Source: an optimization exercise on an open RTL-to-GDS flow (aim: small area, a short achievable clock period and few clock cycles). Production flows keep margins and buffers that such runs may drop. In this exercise RTL edits were held to simulation tests only and were not proved equivalent to the original. Power and IR drop assume default switching activity.

==> exp/umber <==
==> flow/design.v (excerpt) <==
module CHIP(clk,
            rst_n,
            mem_wen_D,
            mem_addr_D,
            mem_wdata_D,
            mem_rdata_D,
            mem_addr_I,
            mem_rdata_I
    );
clock: 16.5 ns
lec_check: 0
cap_margin: 60
core_margin: 2
core_utilization: 40
cts_cluster_diameter: 60
cts_cluster_size: 20
slew_margin: 60
run.sh (not shown) runs the stock make flow with config.mk's settings and CLKGATE_MAP_FILE= SYNTH_SCRIPT=/design/flow/synth_recipe.tcl, a recipe that flattens the netlist after the stock synthesis.
==> exp/cedar (differences from exp/umber) <==
--- a/flow/design.v
+++ b/flow/design.v
@@ -22,10 +22,11 @@
     reg  [31:0] B, S;
     reg  [ 4:0] rdE;
     reg         wE, eAdd, eSub, eXor, eSlt, eSll, eSra, eLnk;
     reg         ldE, stE, brE, geE, jrE, mulE, divE;
     reg         fA, fB, fS;     
+    reg         fA2, fB2;       
     reg         kE;             
     reg         dRun;           
     reg         dLast;          
     reg         dFast;          
     reg         dZero;          
@@ -110,11 +111,11 @@
     wire s2  = eL2 & eLnk;
     wire [31:0] rs1v = s1 ? S : (m1 ? mres : q1);
     wire [31:0] rs2v = s2 ? S : (m2 ? mres : q2);
     wire e1 = eL1 & ~eLnk & useRs1;             
     wire e2 = eL2 & ~eLnk & useRs2;
-    wire dHaz    = vD & (((e1 | e2) & (ldE | mulE)) | (e1 & ~dBr) | (e2 & ~(dBr | dSt)) | mm1 | mm2);
+    wire dHaz    = vD & (((e1 | e2) & (ldE | mulE | dMD | dJalr)) | mm1 | mm2);
     wire eHold   = divE & ~kE & ~(dRun & dLast);
     wire stallD  = eHold | dHaz;
     wire redirE;
     wire [31:0] tgtE;
     wire redirD  = vD & dJal & ~stallD;
@@ -142,12 +143,12 @@
         if (!stallD) begin
             irD <= mem_rdata_I;
             pdD <= predecode(mem_rdata_I[6:0]);
         end
     end
-    wire [31:0] opA = A[31:0];
-    wire [31:0] opB = B;
+    wire [31:0] opA = {fA2 ? R[31:16] : A[31:16], fA ? R[15:0] : A[15:0]};
+    wire [31:0] opB = {fB2 ? R[31:16] : B[31:16], fB ? R[15:0] : B[15:0]};
     wire [32:0] sum  = {1'b0, opA} + {1'b0, eSub ? ~opB : opB} + {32'd0, eSub};
     wire [31:0] xorv = opA ^ opB;
     wire        lt   = (opA[31] ^ opB[31]) ? opA[31] : sum[31];
     wire        eqAB = (A[31:0] == B);
     wire        eqRB = (R == B);
@@ -212,10 +213,11 @@
         if (!rst_n) begin
             wE <= 1'b0; eAdd <= 1'b0; eSub <= 1'b0; eXor <= 1'b0; eSlt <= 1'b0;
             eSll <= 1'b0; eSra <= 1'b0; eLnk <= 1'b0; ldE <= 1'b0; stE <= 1'b0;
             brE <= 1'b0; geE <= 1'b0; jrE <= 1'b0; mulE <= 1'b0; divE <= 1'b0;
             fA <= 1'b0; fB <= 1'b0; fS <= 1'b0; kE <= 1'b0;
+            fA2 <= 1'b1; fB2 <= 1'b1;
             dRun <= 1'b0; dLast <= 1'b0; dFast <= 1'b0; dZero <= 1'b0; dAl <= 1'b0;
         end else if (eHold) begin
             dRun <= 1'b1;
             if (!dRun) begin
                 dFast <= bZero | aLess;
@@ -245,11 +247,13 @@
             jrE  <= issue & dJalr;
             mulE <= issue & dMul;
             divE <= issue & dDiv;
             kE   <= redirE;
             fA   <= e1;
-            fB   <= e2;
+            fB   <= e2 & ~dImm;
+            fA2  <= e1;
+            fB2  <= e2 & ~dImm;
             fS   <= e2 & dSt;
         end
     end
     always @(posedge clk) begin
         if (eHold) begin
==> flow/flow/run.sh (new file) <==
#!/bin/bash
# The standard layout, except that the input and output ports are buffered
# with buf_4 cells rather than the weakest buffer the placer would pick.
# Each ORFS step keeps its own log under orfs/logs/; make's whole output is
# also kept in flow_make.log here.
set -euo pipefail
bash standard.sh finish "BUFFER_PORTS_ARGS=-buffer_cell sky130_fd_sc_hd__buf_4" > flow_make.log 2>&1
==> flow/standard.sh (new file) <==
#!/bin/bash
# synth_recipe.tcl (not shown) runs the flow's synth.tcl, then flattens the netlist and writes it again
# the make line also repeats each setting of config.mk as NAME=value (left out here)
make -C /OpenROAD-flow-scripts/flow DESIGN_CONFIG=/design/flow/config.mk WORK_HOME=/design/flow/orfs CLKGATE_MAP_FILE= SYNTH_SCRIPT=/design/flow/synth_recipe.tcl "${@:-finish}"
--- a/flow/config.mk
+++ b/flow/config.mk
@@ -6,8 +6,8 @@
 export NUM_CORES = 8
 export LEC_CHECK = 0
 export CAP_MARGIN = 60
 export CORE_MARGIN = 2
 export CORE_UTILIZATION = 40
-export CTS_CLUSTER_DIAMETER = 60
-export CTS_CLUSTER_SIZE = 20
+export CTS_CLUSTER_DIAMETER = 80
+export CTS_CLUSTER_SIZE = 30
 export SLEW_MARGIN = 60
removed: flow/run.sh
==> exp/indigo (differences from exp/umber) <==
--- a/flow/design.v
+++ b/flow/design.v
@@ -25,20 +25,19 @@
     reg         ldE, stE, brE, geE, jrE, mulE, divE;
     reg         fA, fB, fS;     
     reg         kE;             
     reg         dRun;           
     reg         dLast;          
-    reg         dFast;          
-    reg         dZero;          
     reg         dAl;            
+    reg  [ 5:0] zaR, zbR;       
     reg  [ 4:0] dCnt;
-    reg  [31:0] R, AD, WD;      
+    reg  [31:0] R, WD;          
     reg  [31:0] MC;             
     reg  [ 4:0] rdM;
     reg         wM, stM, ldM, mulM;
     assign mem_addr_I  = pcF;
-    assign mem_addr_D  = AD;
+    assign mem_addr_D  = R;
     assign mem_wdata_D = WD;
     assign mem_wen_D   = stM;
     wire [6:0] op  = irD[6:0];
     wire [2:0] f3  = irD[14:12];
     wire [4:0] rs1 = irD[19:15];
@@ -111,11 +110,12 @@
     wire [31:0] rs1v = s1 ? S : (m1 ? mres : q1);
     wire [31:0] rs2v = s2 ? S : (m2 ? mres : q2);
     wire e1 = eL1 & ~eLnk & useRs1;             
     wire e2 = eL2 & ~eLnk & useRs2;
     wire dHaz    = vD & (((e1 | e2) & (ldE | mulE)) | (e1 & ~dBr) | (e2 & ~(dBr | dSt)) | mm1 | mm2);
-    wire eHold   = divE & ~kE & ~(dRun & dLast);
+    wire dFast;
+    wire eHold   = divE & ~kE & ~(dRun & (dLast | (dAl & dFast)));
     wire stallD  = eHold | dHaz;
     wire redirE;
     wire [31:0] tgtE;
     wire redirD  = vD & dJal & ~stallD;
     wire issue   = vD & ~stallD;                
@@ -144,31 +144,32 @@
             pdD <= predecode(mem_rdata_I[6:0]);
         end
     end
     wire [31:0] opA = A[31:0];
     wire [31:0] opB = B;
-    wire [32:0] sum  = {1'b0, opA} + {1'b0, eSub ? ~opB : opB} + {32'd0, eSub};
+    wire [33:0] sum  = {1'b0, A} + {1'b0, eSub ? ~{1'b0, opB} : {1'b0, opB}} + {33'd0, eSub};
     wire [31:0] xorv = opA ^ opB;
     wire        lt   = (opA[31] ^ opB[31]) ? opA[31] : sum[31];
     wire        eqAB = (A[31:0] == B);
     wire        eqRB = (R == B);
     wire        eqAR = (A[31:0] == R);
     wire        ltAB = $signed(A[31:0]) < $signed(B);
     wire        ltRB = $signed(R) < $signed(B);
     wire        ltAR = $signed(A[31:0]) < $signed(R);
     wire        bEq  = fA ? (fB | eqRB) : (fB ? eqAR : eqAB);
     wire        bLt  = fA ? (~fB & ltRB) : (fB ? ltAR : ltAB);
-    wire [31:0] jt   = A[31:0] + B;
+    wire [31:0] jt   = sum[31:0];
     function [31:0] rev;
         input [31:0] x;
         integer k;
         begin
             for (k = 0; k < 32; k = k + 1) rev[k] = x[31 - k];
         end
     endfunction
     wire [31:0] shIn  = eSra ? opA : rev(dAl ? B : opA);
-    wire [4:0]  shAmt = dAl ? dCnt : opB[4:0];
+    wire [5:0]  dsh   = zbR - zaR;
+    wire [4:0]  shAmt = dAl ? dsh[4:0] : opB[4:0];
     wire [63:0] shExt = {{32{eSra & opA[31]}}, shIn};
     wire [63:0] shOut = shExt >> shAmt;
     wire [31:0] sra   = shOut[31:0];
     wire [31:0] sll   = rev(shOut[31:0]);
     assign redirE = ~kE & (brE & (geE ? ~bLt : bEq) | jrE);
@@ -186,19 +187,14 @@
             z4  = ~|u8[7:4];   u4 = z4  ? u8[3:0]  : u8[7:4];
             z2  = ~|u4[3:2];   u2 = z2  ? u4[1:0]  : u4[3:2];
             clz = (x == 32'd0) ? 6'd32 : {1'b0, z16, z8, z4, z2, ~u2[1]};
         end
     endfunction
-    wire [5:0]  za    = clz(A[31:0]);
-    wire [5:0]  zb    = clz(B);
-    wire [5:0]  dsh   = zb - za;
-    wire        bZero = zb[5];
-    wire        aLess = (za > zb);
-    wire [32:0] dd;                          
-    wire        ge;                          
-    bk_add #(33, 6) u_dd(.a(A), .b(~{1'b0, B}), .ci(1'b1), .s(dd), .co(ge));
-    wire [31:0] divRes = dFast ? {32{dZero}} : {S[30:0], ge};
+    assign      dFast = zbR[5] | (zaR > zbR);
+    wire [32:0] dd    = sum[32:0];           
+    wire        ge    = sum[33];             
+    wire [31:0] divRes = dAl ? {32{zbR[5]}} : {S[30:0], ge};
     wire [31:0] eRes = ({32{eAdd}} & sum[31:0])
                      | ({32{eXor}} & xorv)
                      | ({32{eSlt}} & {31'd0, lt})
                      | ({32{eSll}} & sll)
                      | ({32{eSra}} & sra)
@@ -212,29 +208,28 @@
         if (!rst_n) begin
             wE <= 1'b0; eAdd <= 1'b0; eSub <= 1'b0; eXor <= 1'b0; eSlt <= 1'b0;
             eSll <= 1'b0; eSra <= 1'b0; eLnk <= 1'b0; ldE <= 1'b0; stE <= 1'b0;
             brE <= 1'b0; geE <= 1'b0; jrE <= 1'b0; mulE <= 1'b0; divE <= 1'b0;
             fA <= 1'b0; fB <= 1'b0; fS <= 1'b0; kE <= 1'b0;
-            dRun <= 1'b0; dLast <= 1'b0; dFast <= 1'b0; dZero <= 1'b0; dAl <= 1'b0;
+            dRun <= 1'b0; dLast <= 1'b0; dAl <= 1'b0;
         end else if (eHold) begin
             dRun <= 1'b1;
             if (!dRun) begin
-                dFast <= bZero | aLess;
-                dZero <= bZero;
-                dLast <= bZero | aLess;
-                dAl   <= ~(bZero | aLess);
+                dAl   <= 1'b1;
+                dLast <= 1'b0;
             end else if (dAl) begin
                 dAl   <= 1'b0;
-                dLast <= (dCnt == 5'd0);
+                dLast <= (dsh == 6'd0);
             end else begin
                 dLast <= (dCnt == 5'd1);
             end
         end else begin
             dRun <= 1'b0;
+            dAl  <= 1'b0;
             wE   <= issue & dWr;
             eAdd <= issue & ((dR & ~irD[25] & ~f3[2]) | (dI & f3 == 3'b000) | dLd | dSt);
-            eSub <= issue & ((dR & irD[30]) | (dI & f3 == 3'b010));
+            eSub <= issue & ((dR & irD[30]) | (dI & f3 == 3'b010) | dDiv);
             eXor <= issue & dR & ~irD[25] & f3[2];
             eSlt <= issue & dI & (f3 == 3'b010);
             eSll <= issue & dI & (f3 == 3'b001);
             eSra <= issue & dI & (f3 == 3'b101);
             eLnk <= issue & (dJal | dJalr | dAuipc);
@@ -252,14 +247,16 @@
         end
     end
     always @(posedge clk) begin
         if (eHold) begin
             if (!dRun) begin
-                dCnt <= dsh[4:0];
+                zaR  <= clz(A[31:0]);
+                zbR  <= clz(B);
             end else if (dAl) begin
                 B    <= sll;
                 S    <= 32'd0;
+                dCnt <= dsh[4:0];
             end else begin
                 A    <= {(ge ? dd[31:0] : A[31:0]), 1'b0};
                 S    <= {S[30:0], ge};
                 dCnt <= dCnt - 5'd1;
             end
@@ -281,17 +278,16 @@
         end
     end
     always @(posedge clk) begin
         rdM <= rdE;
         R   <= mulE ? ms : eRes;
-        AD  <= mulE ? mc : eRes;
+        WD  <= mulE ? mc : (fS ? R : S);
         MC  <= mx;
-        WD  <= fS ? R : S;
     end
     assign mres = ldM ? mem_rdata_D : R;
-    wire [31:0] pS   = R ^ AD ^ MC;
-    wire [31:0] pC   = (R & AD) | (R & MC) | (AD & MC);
+    wire [31:0] pS   = R ^ WD ^ MC;
+    wire [31:0] pC   = (R & WD) | (R & MC) | (WD & MC);
     wire [31:0] prod = pS + {pC[30:0], 1'b0};
     wire [31:0] wres = mulM ? prod : mres;
     always @(posedge clk or negedge rst_n) begin
         if (!rst_n) begin
             rfv <= 31'd0;
@@ -301,47 +297,10 @@
     end
     always @(posedge clk) begin
         if (wM) rf[rdM] <= wres;
     end
 endmodule
-module bk_add #(parameter N = 32, parameter L = 5) (input [N-1:0] a, input [N-1:0] b, input ci, output [N-1:0] s, output co);
-    wire [N-1:0] p = a ^ b;
-    wire [N-1:0] g = a & b;
-    wire [N-1:0] g0 = {g[N-1:1], g[0] | (p[0] & ci)};
-    wire [N-1:0] G [0:2*L];
-    wire [N-1:0] P [0:2*L];
-    assign G[0] = g0;
-    assign P[0] = p;
-    genvar l, i;
-    generate
-        for (l = 0; l < L; l = l + 1) begin : up
-            for (i = 0; i < N; i = i + 1) begin : b
-                if (((i + 1) % (2 << l)) == 0) begin
-                    assign G[l+1][i] = G[l][i] | (P[l][i] & G[l][i - (1 << l)]);
-                    assign P[l+1][i] = P[l][i] & P[l][i - (1 << l)];
-                end else begin
-                    assign G[l+1][i] = G[l][i];
-                    assign P[l+1][i] = P[l][i];
-                end
-            end
-        end
-        for (l = L - 2; l >= 0; l = l - 1) begin : dn
-            for (i = 0; i < N; i = i + 1) begin : b
-                if (((i + 1) % (2 << l)) == (1 << l) && i >= (2 << l)) begin
-                    assign G[2*L-1-l][i] = G[2*L-2-l][i] | (P[2*L-2-l][i] & G[2*L-2-l][i - (1 << l)]);
-                    assign P[2*L-1-l][i] = P[2*L-2-l][i] & P[2*L-2-l][i - (1 << l)];
-                end else begin
-                    assign G[2*L-1-l][i] = G[2*L-2-l][i];
-                    assign P[2*L-1-l][i] = P[2*L-2-l][i];
-                end
-            end
-        end
-    endgenerate
-    wire [N-1:0] Gf = G[2*L-1];
-    assign s = p ^ {Gf[N-2:0], ci};
-    assign co = Gf[N-1];
-endmodule
 module mul_cs(input [31:0] a, input [31:0] b, output [31:0] s, output [31:0] c, output [31:0] x);
   wire p0_0 = a[0] & b[0];
   wire p0_1 = a[0] & b[1];
   wire p0_2 = a[0] & b[2];
   wire p0_3 = a[0] & b[3];
==> flow/flow/run.sh (new file) <==
#!/bin/bash
# The standard layout, except that the input and output ports are buffered
# with buf_4 cells rather than the weakest buffer the placer would pick.
# Each ORFS step keeps its own log under orfs/logs/; make's whole output is
# also kept in flow_make.log here.
set -euo pipefail
bash standard.sh finish "BUFFER_PORTS_ARGS=-buffer_cell sky130_fd_sc_hd__buf_4" > flow_make.log 2>&1
==> flow/standard.sh (new file) <==
#!/bin/bash
# synth_recipe.tcl (not shown) runs the flow's synth.tcl, then flattens the netlist and writes it again
# the make line also repeats each setting of config.mk as NAME=value (left out here)
make -C /OpenROAD-flow-scripts/flow DESIGN_CONFIG=/design/flow/config.mk WORK_HOME=/design/flow/orfs CLKGATE_MAP_FILE= SYNTH_SCRIPT=/design/flow/synth_recipe.tcl "${@:-finish}"
--- a/flow/config.mk
+++ b/flow/config.mk
@@ -5,9 +5,9 @@
 export SDC_FILE = /design/flow/constraint.sdc
 export NUM_CORES = 8
 export LEC_CHECK = 0
 export CAP_MARGIN = 60
 export CORE_MARGIN = 2
-export CORE_UTILIZATION = 40
+export CORE_UTILIZATION = 80
 export CTS_CLUSTER_DIAMETER = 60
 export CTS_CLUSTER_SIZE = 20
 export SLEW_MARGIN = 60
removed: flow/run.sh
==> comparison <==
exp/indigo never finished: it broke off in 5_1_grt. exp/umber completed with no timing, DRC or antenna violations. exp/cedar went through all stages and came out clean. First-iteration DRC count: exp/cedar is higher than exp/umber (about 4%). Of exp/cedar and exp/umber, exp/cedar has the higher final area (gap about 1%, measured against exp/umber). In exp/indigo the synthesized area is smaller than in exp/cedar, by about 4%. Sequential power: exp/umber is smaller than exp/cedar (about 2%). Against exp/umber, the total power of exp/cedar is lower by 0.94%. In exp/cedar the maximum frequency is smaller than in exp/umber, by 2.2%. Against exp/umber, the clock power of exp/cedar is lower by about 10%. Of exp/umber and exp/cedar, exp/cedar has the higher critical path depth (gap 16).
Testbench counts of exp/umber, summed over its fixed seeds: cycles 30,761.
Testbench counts of exp/cedar, summed over its fixed seeds: cycles 30,522.
Testbench counts of exp/indigo, summed over its fixed seeds: cycles 30,761.

-- static timing again, ports no longer ideal --
No port has a modelled driver above. Below, the same layouts with a new extraction and two added sets of constraints.
Step 1 sets driving cells, clkbuf_16 on the clock port and buf_2 on the other inputs (assumed; they add their load-dependent delay and slew).
Step 2, shift: input delay + t, output delay - t, t = (earliest + latest rising clock arrival at the registers) / 2. This alone moves slack from input paths to output paths.
Three values: no drivers, after step 1, after step 2; two values: the first two.
run	shift t [ns]	setup slack, ns	hold WS [ns]	worst setup path after step 2
exp/umber	0.945	10.921 / 10.823 / 10.612	0.435 / 0.435 / 0.435	input to register
exp/cedar	0.895	10.794 / 10.794 / 10.778	0.418 / 0.418 / 0.418	input to register
After both steps every run listed still meets setup and hold. The setup slack of exp/umber, which loses most, moves by -0.098 ns with the drivers and by -0.309 ns with both steps.
